What follows belongs to an exercise in optimizing a design on an open flow for small area and a short achievable clock period; a production flow would make more cautious choices. Where RTL was checked, it was by simulation tests only, not by an equivalence proof against the original. No activity file was given, so power comes from the tool's default toggle rates.

// quantizer
module quantizer(
    input         clk,
    input         rst,
    input  [31:0] i_max,
    input  [31:0] i_activation,
    output [7:0]  o_index
);
Size: ~3000 cells after synthesis, roughly 450 flip-flops, roughly 74 I/O pins, roughly 22000 sq um of cells after synthesis.
Settings: LEC_CHECK=0, ABC_AREA=1, CAP_MARGIN=20, CORE_MARGIN=2, CORE_UTILIZATION=60, CTS_CLUSTER_DIAMETER=100, CTS_CLUSTER_SIZE=30, SETUP_SLACK_MARGIN=2.3, SLEW_MARGIN=20; clock period 5.0 ns.
standard.sh (not shown) runs the stock make flow with config.mk's settings and CLKGATE_MAP_FILE= SYNTH_SCRIPT=/design/flow/synth_recipe.tcl, a recipe that flattens the netlist after the stock synthesis.
==> flow/flow/run.sh <==
#!/bin/bash
# The standard ORFS layout, run whole; the only change is the cell used
# for the input and output port buffers (the smallest plain buffer instead of the
# delay buffer the resizer picks by default).
set -euo pipefail
export BUFFER_PORTS_ARGS="-buffer_cell sky130_fd_sc_hd__buf_1"
bash standard.sh > standard.log 2>&1
The baseline finished with timing, DRC and antenna clean.
Rerun with:
--- a/flow/config.mk
+++ b/flow/config.mk
@@ -8 +7,0 @@
-export ABC_AREA = 1
@@ -14 +13,2 @@
-export SETUP_SLACK_MARGIN = 2.3
+export PLACE_DENSITY = 0.75
+export SETUP_SLACK_MARGIN = 2.5
What happened:
- cell count came out lower by 32%
- wire length fell by 0.50%
- combinational power is higher by 12%
- fmax drops by 1.4%
- via count drops by 23%
- setup slack got worse by 34 ps
- core utilization came out higher by 5.5 points
- cell area falls by 3.7%
- global-route usage is higher by 0.33 points

---

Another version of the RTL of quantizer (not shown whole).
Size: roughly 2,200 cells after synthesis, about 450 flip-flops, about 74 I/O pins, about 21,000 um2 of cells after synthesis.
Settings: LEC_CHECK=0, CAP_MARGIN=20, CORE_MARGIN=2, CORE_UTILIZATION=60, SETUP_SLACK_MARGIN=3.2, SLEW_MARGIN=20; clock period 5.0 ns.
run.sh (not shown) runs the stock make flow with config.mk's settings and CLKGATE_MAP_FILE= SYNTH_SCRIPT=/design/flow/synth_recipe.tcl, a recipe that flattens the netlist after the stock synthesis.
Stock flow here: none of the scripts above is used.
The baseline completed without violations.
Edit:
--- a/flow/config.mk
+++ b/flow/config.mk
@@ -10,3 +10,3 @@
 export CORE_UTILIZATION = 60
-export SETUP_SLACK_MARGIN = 3.2
+export SETUP_SLACK_MARGIN = 2.0
 export SLEW_MARGIN = 20
What happened:
- The new run produced a clean layout
- core utilization goes down by 15 points
- global-route usage falls by 7.3 points
- final cell count goes down by a few percent
- cell area went down by about a fifth
- register-to-register slack barely changes
- clock skew hardly moves
Edit:
--- a/flow/config.mk
+++ b/flow/config.mk
@@ -9,4 +9,3 @@
 export CORE_MARGIN = 2
-export CORE_UTILIZATION = 60
-export SETUP_SLACK_MARGIN = 2.0
+export CORE_UTILIZATION = 40
 export SLEW_MARGIN = 20
What happened: Design area goes down by 3.6%; global-route usage goes down by 7.8 points; worst setup slack loses 0.71 ns; non-clock buffer count goes down by 45.
Edit:
--- a/flow/config.mk
+++ b/flow/config.mk
@@ -9,3 +9,4 @@
 export CORE_MARGIN = 2
-export CORE_UTILIZATION = 40
+export CORE_UTILIZATION = 60
+export SETUP_SLACK_MARGIN = 2.6
 export SLEW_MARGIN = 20
The changed run passed the timing, design-rule and antenna checks. Power increases by 37%. Count of clock-buffer cells in the layout rose by 5. Worst setup slack improves by 0.71 ns. Utilization came out higher by 38 points.
No functional check of the RTL was part of any run of this note.

---

The RTL this note starts from:
==> flow/design.v <==
`timescale 1ns / 1ps
module quant_pre(
    input             clk,
    input             rst,
    input      [31:0] i_max,
    input      [31:0] i_activation,
    output reg [23:0] o_p,      
    output reg        o_a24,    
    output reg [22:0] o_nm,     
    output reg [2:0]  o_sh,     
    output reg        o_sat     
);
    wire [7:0]  em = i_max[30:23];
    wire [7:0]  ea = i_activation[30:23];
    wire [22:0] mm = i_max[22:0];
    wire [22:0] ma = i_activation[22:0];
    wire [7:0]  d  = em - ea;
    wire big  = ea > em;
    wire zero = ea < (em - 8'd8);
    wire eq   = (ea == em);
    reg [24:0] a;
    always @(*) begin
        if (zero & ~big)
            a = 25'd0;
        else if (eq)
            a = {1'b1, ma, 1'b0};
        else
            a = {2'b01, ma};
    end
    always @(posedge clk) begin
        o_p   <= a[23:0] ^ {1'b0, ~mm};
        o_a24 <= a[24];
        o_nm  <= ~mm;
        o_sh  <= eq ? 3'd0 : (d[2:0] - 3'd1);
        o_sat <= big | (eq & ~zero & (ma >= mm));
    end
endmodule
`timescale 1ns / 1ps
module quant_divider (
    input  [23:0] i_p,
    input         i_v24,
    input  [22:0] i_nm,
    output        o_bit,
    output [23:1] o_p,
    output        o_r23
);
    localparam N = 24;
    localparam L = 5;
    wire [N-1:0] b = {1'b0, i_nm};
    wire [N-1:0] p = i_p;
    wire [N-1:0] g = ~p & b;                   
    wire [N-1:0] G [0:2*L-1];
    wire [N-1:0] P [0:2*L-1];
    assign G[0] = {g[N-1:1], p[0] | b[0]};
    assign P[0] = {p[N-1:1], 1'b0};
    genvar l, i;
    generate
        for (l = 0; l < L; l = l + 1) begin : g_up
            for (i = 0; i < N; i = i + 1) begin : g_bit
                if (((i + 1) % (2 << l)) == 0) begin : m
                    assign G[l+1][i] = G[l][i] | (P[l][i] & G[l][i - (1 << l)]);
                    assign P[l+1][i] = P[l][i] & P[l][i - (1 << l)];
                end else begin : k
                    assign G[l+1][i] = G[l][i];
                    assign P[l+1][i] = P[l][i];
                end
            end
        end
        for (l = L - 2; l >= 0; l = l - 1) begin : g_dn
            for (i = 0; i < N; i = i + 1) begin : g_bit
                if (((i + 1) % (2 << l)) == (1 << l) && i > (1 << l)) begin : m
                    assign G[2*L-1-l][i] = G[2*L-2-l][i] | (P[2*L-2-l][i] & G[2*L-2-l][i - (1 << l)]);
                    assign P[2*L-1-l][i] = P[2*L-2-l][i] & P[2*L-2-l][i - (1 << l)];
                end else begin : k
                    assign G[2*L-1-l][i] = G[2*L-2-l][i];
                    assign P[2*L-1-l][i] = P[2*L-2-l][i];
                end
            end
        end
    endgenerate
    wire [N-1:0] cy  = G[2*L-1];               
    wire [N-1:0] cin = {cy[N-2:0], 1'b1};      
    assign o_bit = i_v24 | cy[N-1];
    wire [N:0]   bn  = {2'b00, i_nm};          
    wire [N-1:0] x   = p ^ bn[N:1];
    wire [N-1:0] sel = o_bit ? cin : b;
    wire [N-1:0] r   = x ^ sel ^ bn[N:1];
    assign o_r23 = r[N-1];
    assign o_p   = x[N-2:0] ^ sel[N-2:0];
endmodule
`timescale 1ns / 1ps
module quantizer(
    input         clk,
    input         rst,
    input  [31:0] i_max,
    input  [31:0] i_activation,
    output [7:0]  o_index
);
    wire [23:0] p0;
    wire        a24;
    wire [22:0] nm0;
    wire [2:0]  sh0;
    wire        sat0;
    quant_pre u_quant_pre(
        .clk(clk), .rst(rst), .i_max(i_max), .i_activation(i_activation),
        .o_p(p0), .o_a24(a24), .o_nm(nm0), .o_sh(sh0), .o_sat(sat0)
    );
    wire [23:1] p   [1:8];
    wire        r23 [1:8];
    wire [22:0] nm  [1:8];
    wire [2:0]  sh  [1:8];
    wire        sat [1:8];
    wire [7:0]  q   [1:8];    
    wire c1;
    quant_divider u_step1(.i_p(p0), .i_v24(a24), .i_nm(nm0),
                          .o_bit(c1), .o_p(p[1]), .o_r23(r23[1]));
    assign nm[1]  = nm0;
    assign sh[1]  = sh0;
    assign sat[1] = sat0;
    assign q[1]   = {7'd0, c1};
    genvar k;
    generate
        for (k = 2; k <= 8; k = k + 1) begin : g_stage
            reg [23:1] r_p;
            reg        r_r23;
            reg [22:0] r_nm;
            reg [2:0]  r_sh;
            reg        r_sat;
            reg [6:0]  r_q;
            always @(posedge clk) begin
                r_p   <= p[k-1];
                r_r23 <= r23[k-1];
                r_nm  <= nm[k-1];
                r_sh  <= sh[k-1];
                r_sat <= sat[k-1];
                r_q   <= q[k-1][6:0];
            end
            wire c;
            quant_divider u_step(.i_p({r_p, r_nm[0]}), .i_v24(r_r23), .i_nm(r_nm),
                                 .o_bit(c), .o_p(p[k]), .o_r23(r23[k]));
            assign nm[k]  = r_nm;
            assign sh[k]  = r_sh;
            assign sat[k] = r_sat;
            assign q[k]   = {r_q, c};
        end
    endgenerate
    wire [7:0] idx = sat[8] ? 8'hff : (q[8] >> sh[8]);
    reg [3:0] r_cnt;
    reg [7:0] r_index;
    always @(posedge clk or posedge rst) begin
        if (rst) begin
            r_cnt   <= 4'd0;
            r_index <= 8'd0;
        end else begin
            if (!r_cnt[3])
                r_cnt <= r_cnt + 4'd1;
            r_index <= idx & {8{r_cnt[3]}};
        end
    end
    assign o_index = r_index;
endmodule
==> flow/config.mk <==
export PLATFORM = sky130hd
export DESIGN_NAME = quantizer
export DESIGN_NICKNAME = quantizer
export VERILOG_FILES = /design/flow/design.v
export SDC_FILE = /design/flow/constraint.sdc
export NUM_CORES = 4
export LEC_CHECK = 0
export CAP_MARGIN = 20
export CORE_MARGIN = 2
export CORE_UTILIZATION = 60
export CTS_CLUSTER_DIAMETER = 100
export CTS_CLUSTER_SIZE = 30
export SETUP_SLACK_MARGIN = 2.9
export SLEW_MARGIN = 20
==> flow/constraint.sdc <==
create_clock -name core_clock -period 5.0 [get_ports {clk}]
set_input_delay 1.0000 -clock core_clock [delete_from_list [all_inputs] [get_ports {clk}]]
set_output_delay 1.0000 -clock core_clock [all_outputs]
set_load 0.01 [all_outputs]
standard.sh (not shown) runs the stock make flow with config.mk's settings and CLKGATE_MAP_FILE= SYNTH_SCRIPT=/design/flow/synth_recipe.tcl, a recipe that flattens the netlist after the stock synthesis.
==> flow/flow/run.sh <==
#!/bin/bash
# The standard ORFS layout, run whole; the only change is the cell used
# for the input and output port buffers (a plain buffer instead of the
# delay buffer the resizer picks by default).
set -euo pipefail
export BUFFER_PORTS_ARGS="-buffer_cell sky130_fd_sc_hd__buf_2"
bash standard.sh > standard.log 2>&1
Next try:
==> flow/flow/run.sh (replaced) <==
#!/bin/bash
# The standard ORFS layout, run whole; the only change is the cell used
# for the input and output port buffers (the smallest plain buffer instead of the
# delay buffer the resizer picks by default).
set -euo pipefail
export BUFFER_PORTS_ARGS="-buffer_cell sky130_fd_sc_hd__buf_1"
bash standard.sh > standard.log 2>&1
- CORE_UTILIZATION: 60 -> 70
- SETUP_SLACK_MARGIN: 2.9 -> 2.5
=> Area after synthesis does not change; design area goes down by 12%; sequential power goes down by about 2%; first-iteration DRC count goes up by 20%; core utilization goes up by 2.7 points.
Next try:
==> flow/flow/run.sh (replaced) <==
#!/bin/bash
# The standard ORFS layout, run whole; the only change is the cell used
# for the input and output port buffers (a plain buffer instead of the
# delay buffer the resizer picks by default).
set -euo pipefail
export BUFFER_PORTS_ARGS="-buffer_cell sky130_fd_sc_hd__buf_2"
bash standard.sh > standard.log 2>&1
- CORE_UTILIZATION: 70 -> 60
The changed run went through all stages and came out clean.
Wire length falls by a few percent.
Area after synthesis does not change.
Cell count rose slightly.
Hold slack is about the same.
Sequential share of layout area stays flat.
Clock skew is about the same.
Power went down slightly.

---

Setup of amber:
Starts from the design.v that is shown in full above.
export LEC_CHECK = 0
export CAP_MARGIN = 20
export CORE_MARGIN = 2
export CORE_UTILIZATION = 60
export CTS_CLUSTER_DIAMETER = 100
export CTS_CLUSTER_SIZE = 30
export SETUP_SLACK_MARGIN = 2.6
export SLEW_MARGIN = 20
create_clock -name core_clock -period 5.0 [get_ports {clk}]
==> flow/flow/run.sh <==
#!/bin/bash
# The standard ORFS layout, run whole; the only change is the cell used
# for the input and output port buffers (the smallest plain buffer instead of the
# delay buffer the resizer picks by default).
set -euo pipefail
export BUFFER_PORTS_ARGS="-buffer_cell sky130_fd_sc_hd__buf_1"
bash standard.sh > standard.log 2>&1
amber: no failed stages, no open violations at the end
#### Input delta (juniper over amber)
- SETUP_SLACK_MARGIN changed from 2.6 to 2.0
--- a/flow/flow/run.sh
+++ b/flow/flow/run.sh
@@ -3 +3 @@
-# for the input and output port buffers (the smallest plain buffer instead of the
+# for the input and output port buffers (a plain buffer instead of the
@@ -6 +6 @@
-export BUFFER_PORTS_ARGS="-buffer_cell sky130_fd_sc_hd__buf_1"
+export BUFFER_PORTS_ARGS="-buffer_cell sky130_fd_sc_hd__buf_2"
==> summary.txt <==
Post-placement setup slack: lower on juniper. Run comparison: juniper last element of the critical path g_stage[2].r_p[1]; amber last element of the critical path u_quant_pre.o_p[8]. Diff amber -> juniper: maximum fanout encountered on the critical timing path now smaller; number of signal-net buffers in the layout saw a decrease; core utilization lost 7.4 points; sequential share of layout area went up 4.0 points; data required time at the worst endpoint has decreased. Share of the clock period used by the worst path after layout: juniper vs amber up 3.9 points. Compared to amber, juniper shows a narrower setup margin. Share of final layout cell area taken by non-clock buffers (lower): juniper. Comparing clock-cell share of area for amber and juniper, the smaller number came from amber.
[inputs] pepper vs juniper
- swapping 2.0 for 2.2 in SETUP_SLACK_MARGIN
[summary]
- Having completed the whole flow, pepper delivered a layout that passed the timing, design-rule and antenna checks.
- Detail-routed net length per standard cell across juniper and pepper: no real change.
- pepper against juniper; clock-buffer cell count is down by a few percent.
- For buffer share of cell area, juniper and pepper come out practically identical.
- Going from juniper to pepper, clock skew now larger, routed length on met2 now larger, total power now larger, worst-case headroom to the max-slew limit now larger.
- Compared with juniper, pepper shows fmax that has gone up by a few percent.
- Last element of the critical path: g_stage[8].r_p[14] -> pepper, g_stage[2].r_p[1] -> juniper
- Compared with juniper, pepper shows first-pass GRT wire length lower by 2.5%.

---

RTL: the design.v shown in full above, as it stands there.
clock: 5.0 ns
lec_check: 0
abc_area: 1
cap_margin: 20
core_margin: 2
core_utilization: 60
cts_cluster_diameter: 100
cts_cluster_size: 30
setup_slack_margin: 2.5
slew_margin: 20
==> flow/flow/run.sh <==
#!/bin/bash
# The standard ORFS layout, run whole; the only change is the cell used
# for the input and output port buffers (the smallest plain buffer instead of the
# delay buffer the resizer picks by default).
set -euo pipefail
export BUFFER_PORTS_ARGS="-buffer_cell sky130_fd_sc_hd__buf_1"
bash standard.sh > standard.log 2>&1
Change:
- ABC_AREA: 1 -> not set
- SETUP_SLACK_MARGIN: 2.5 -> 2.4
Outcome:
- The new run completed without violations
- die area is lower by 11%
- worst setup slack loses 0.13 ns
- clock power hardly moves
- critical path depth is lower by 1
- hold slack gains 0.0063 ns
- synthesized area is lower by 11%
- fmax is lower by 5.0%

---

Starts from the design.v that is shown in full above.
clock: 5.0 ns
lec_check: 0
cap_margin: 20
core_margin: 2
core_utilization: 60
cts_cluster_diameter: 100
cts_cluster_size: 30
setup_slack_margin: 2.7
slew_margin: 20
==> flow/flow/run.sh <==
#!/bin/bash
# The standard ORFS layout, run whole; the only change is the cell used
# for the input and output port buffers (a plain buffer instead of the
# delay buffer the resizer picks by default).
set -euo pipefail
export BUFFER_PORTS_ARGS="-buffer_cell sky130_fd_sc_hd__buf_2"
bash standard.sh > standard.log 2>&1
The first run went through all stages and came out clean.
Edit:
==> flow/flow/run.sh (replaced) <==
#!/bin/bash
# The standard ORFS layout, run whole; the only change is the cell used
# for the input and output port buffers (the smallest plain buffer instead of the
# delay buffer the resizer picks by default).
set -euo pipefail
export BUFFER_PORTS_ARGS="-buffer_cell sky130_fd_sc_hd__buf_1"
bash standard.sh > standard.log 2>&1
- ABC_AREA: unset -> 1
- SETUP_SLACK_MARGIN: 2.7 -> 2.9
After rerunning: The new run went through all stages and came out clean; final area rose by 0.78%; combinational power fell by 16%; cell count goes up by 45%; sequential cell count stays the same; clock-buffer cell count rises by 1; via count rose by 30%; area after synthesis increases by 13%; wire length went up by 3.1%; critical path depth drops by 1.

---

Starts from the design.v that is shown in full above.
export LEC_CHECK = 0
export CAP_MARGIN = 20
export CORE_MARGIN = 2
export CORE_UTILIZATION = 55
export CTS_CLUSTER_DIAMETER = 100
export CTS_CLUSTER_SIZE = 30
export SETUP_SLACK_MARGIN = 2.5
export SLEW_MARGIN = 20
create_clock -name core_clock -period 5.0 [get_ports {clk}]
==> flow/flow/run.sh <==
#!/bin/bash
# The standard ORFS layout, run whole; the only change is the cell used
# for the input and output port buffers (the smallest plain buffer instead of the
# delay buffer the resizer picks by default).
set -euo pipefail
export BUFFER_PORTS_ARGS="-buffer_cell sky130_fd_sc_hd__buf_1"
bash standard.sh > standard.log 2>&1
Edit:
Settings changed: ABC_AREA from default to 1, CORE_UTILIZATION 55 to 60, SETUP_SLACK_MARGIN 2.5 to 2.7.
Effect:
- The changed run finished with timing, DRC and antenna clean
- clock power stays flat
- utilization came out higher by 1.1 points
- area after synthesis increases by about 13%
- setup slack improved by 0.23 ns
- die area came out higher by about 3%
- sequential power drops by 5.8%
- clock-buffer cell count climbs by 2
Edit:
Settings changed: SETUP_SLACK_MARGIN 2.7 to 3.1.
The new run completed without violations. Core utilization climbs by 11 points. Combinational power went up by well over a third. Power grows by a quarter to a third. Setup slack gains 0.045 ns.

-- static timing again, ports no longer ideal --
The flow's constraints put no driver on any port. The routed layouts listed below were extracted and timed again, unchanged, in two steps.
Step 1 (the two cells are an assumption about what drives the block):
set clk [get_ports {clk}]
set_driving_cell -lib_cell sky130_fd_sc_hd__clkbuf_16 $clk
set_driving_cell -lib_cell sky130_fd_sc_hd__buf_2 [delete_from_list [all_inputs] $clk]
Step 2 moves the port delays by t, midway between the first and last clock arrival at a register: inputs arrive t later, outputs are due t later. That takes back most of the time a late clock gives input paths.
Slacks: no drivers / after step 1 / after step 2; pairs: no drivers / after step 1.
run	shift t [ns]	setup WS [ns]	worst setup path after step 2	clock arrival spread, ns	slew at the worst register clock pin (ns)
the first run of note 1	0.586	2.531 / 2.563 / 1.977	input to register	0.018 / 0.018	0.11 / 0.11
the second run of note 1	0.568	2.497 / 2.497 / 1.933	input to register	0.016 / 0.015	0.11 / 0.11
the first run of note 2	0.625	2.036 / 2.036 / 1.786	input to register	0.023 / 0.023	0.07 / 0.07
the second run of note 2	0.613	2.032 / 2.032 / 1.484	input to register	0.016 / 0.016	0.06 / 0.06
the third run of note 2	0.617	1.325 / 1.325 / 1.061	input to register	0.016 / 0.017	0.06 / 0.06
the fourth run of note 2	0.610	2.033 / 2.033 / 1.852	input to register	0.024 / 0.024	0.07 / 0.07
the first run of note 3	0.576	2.552 / 2.546 / 1.970	input to register	0.022 / 0.022	0.11 / 0.11
the second run of note 3	0.575	2.331 / 2.331 / 1.901	input to register	0.016 / 0.016	0.11 / 0.11
the third run of note 3	0.575	2.460 / 2.460 / 1.947	input to register	0.020 / 0.019	0.11 / 0.11
amber	0.571	2.390 / 2.392 / 1.822	input to register	0.011 / 0.011	0.10 / 0.10
juniper	0.568	2.197 / 2.197 / 1.855	input to register	0.011 / 0.012	0.10 / 0.10
pepper	0.568	2.275 / 2.275 / 1.810	input to register	0.023 / 0.022	0.10 / 0.10
the first run of note 5	0.571	2.571 / 2.599 / 2.028	input to register	0.015 / 0.015	0.11 / 0.11
the second run of note 5	0.569	2.442 / 2.442 / 1.926	input to register	0.011 / 0.011	0.11 / 0.11
the first run of note 6	0.577	2.494 / 2.481 / 1.905	input to register	0.018 / 0.019	0.11 / 0.11
the second run of note 6	0.573	2.732 / 2.732 / 2.159	input to register	0.015 / 0.014	0.11 / 0.11
the first run of note 7	0.577	2.458 / 2.445 / 1.867	input to register	0.021 / 0.021	0.10 / 0.10
the second run of note 7	0.581	2.690 / 2.686 / 2.105	input to register	0.010 / 0.011	0.10 / 0.10
the third run of note 7	0.580	2.735 / 2.739 / 2.159	input to register	0.013 / 0.014	0.11 / 0.11
After both steps setup and hold are still met in every run listed. For the first run of note 7, which loses most, drivers alone change the setup slack by -0.013 ns; drivers and shift together by -0.591 ns.
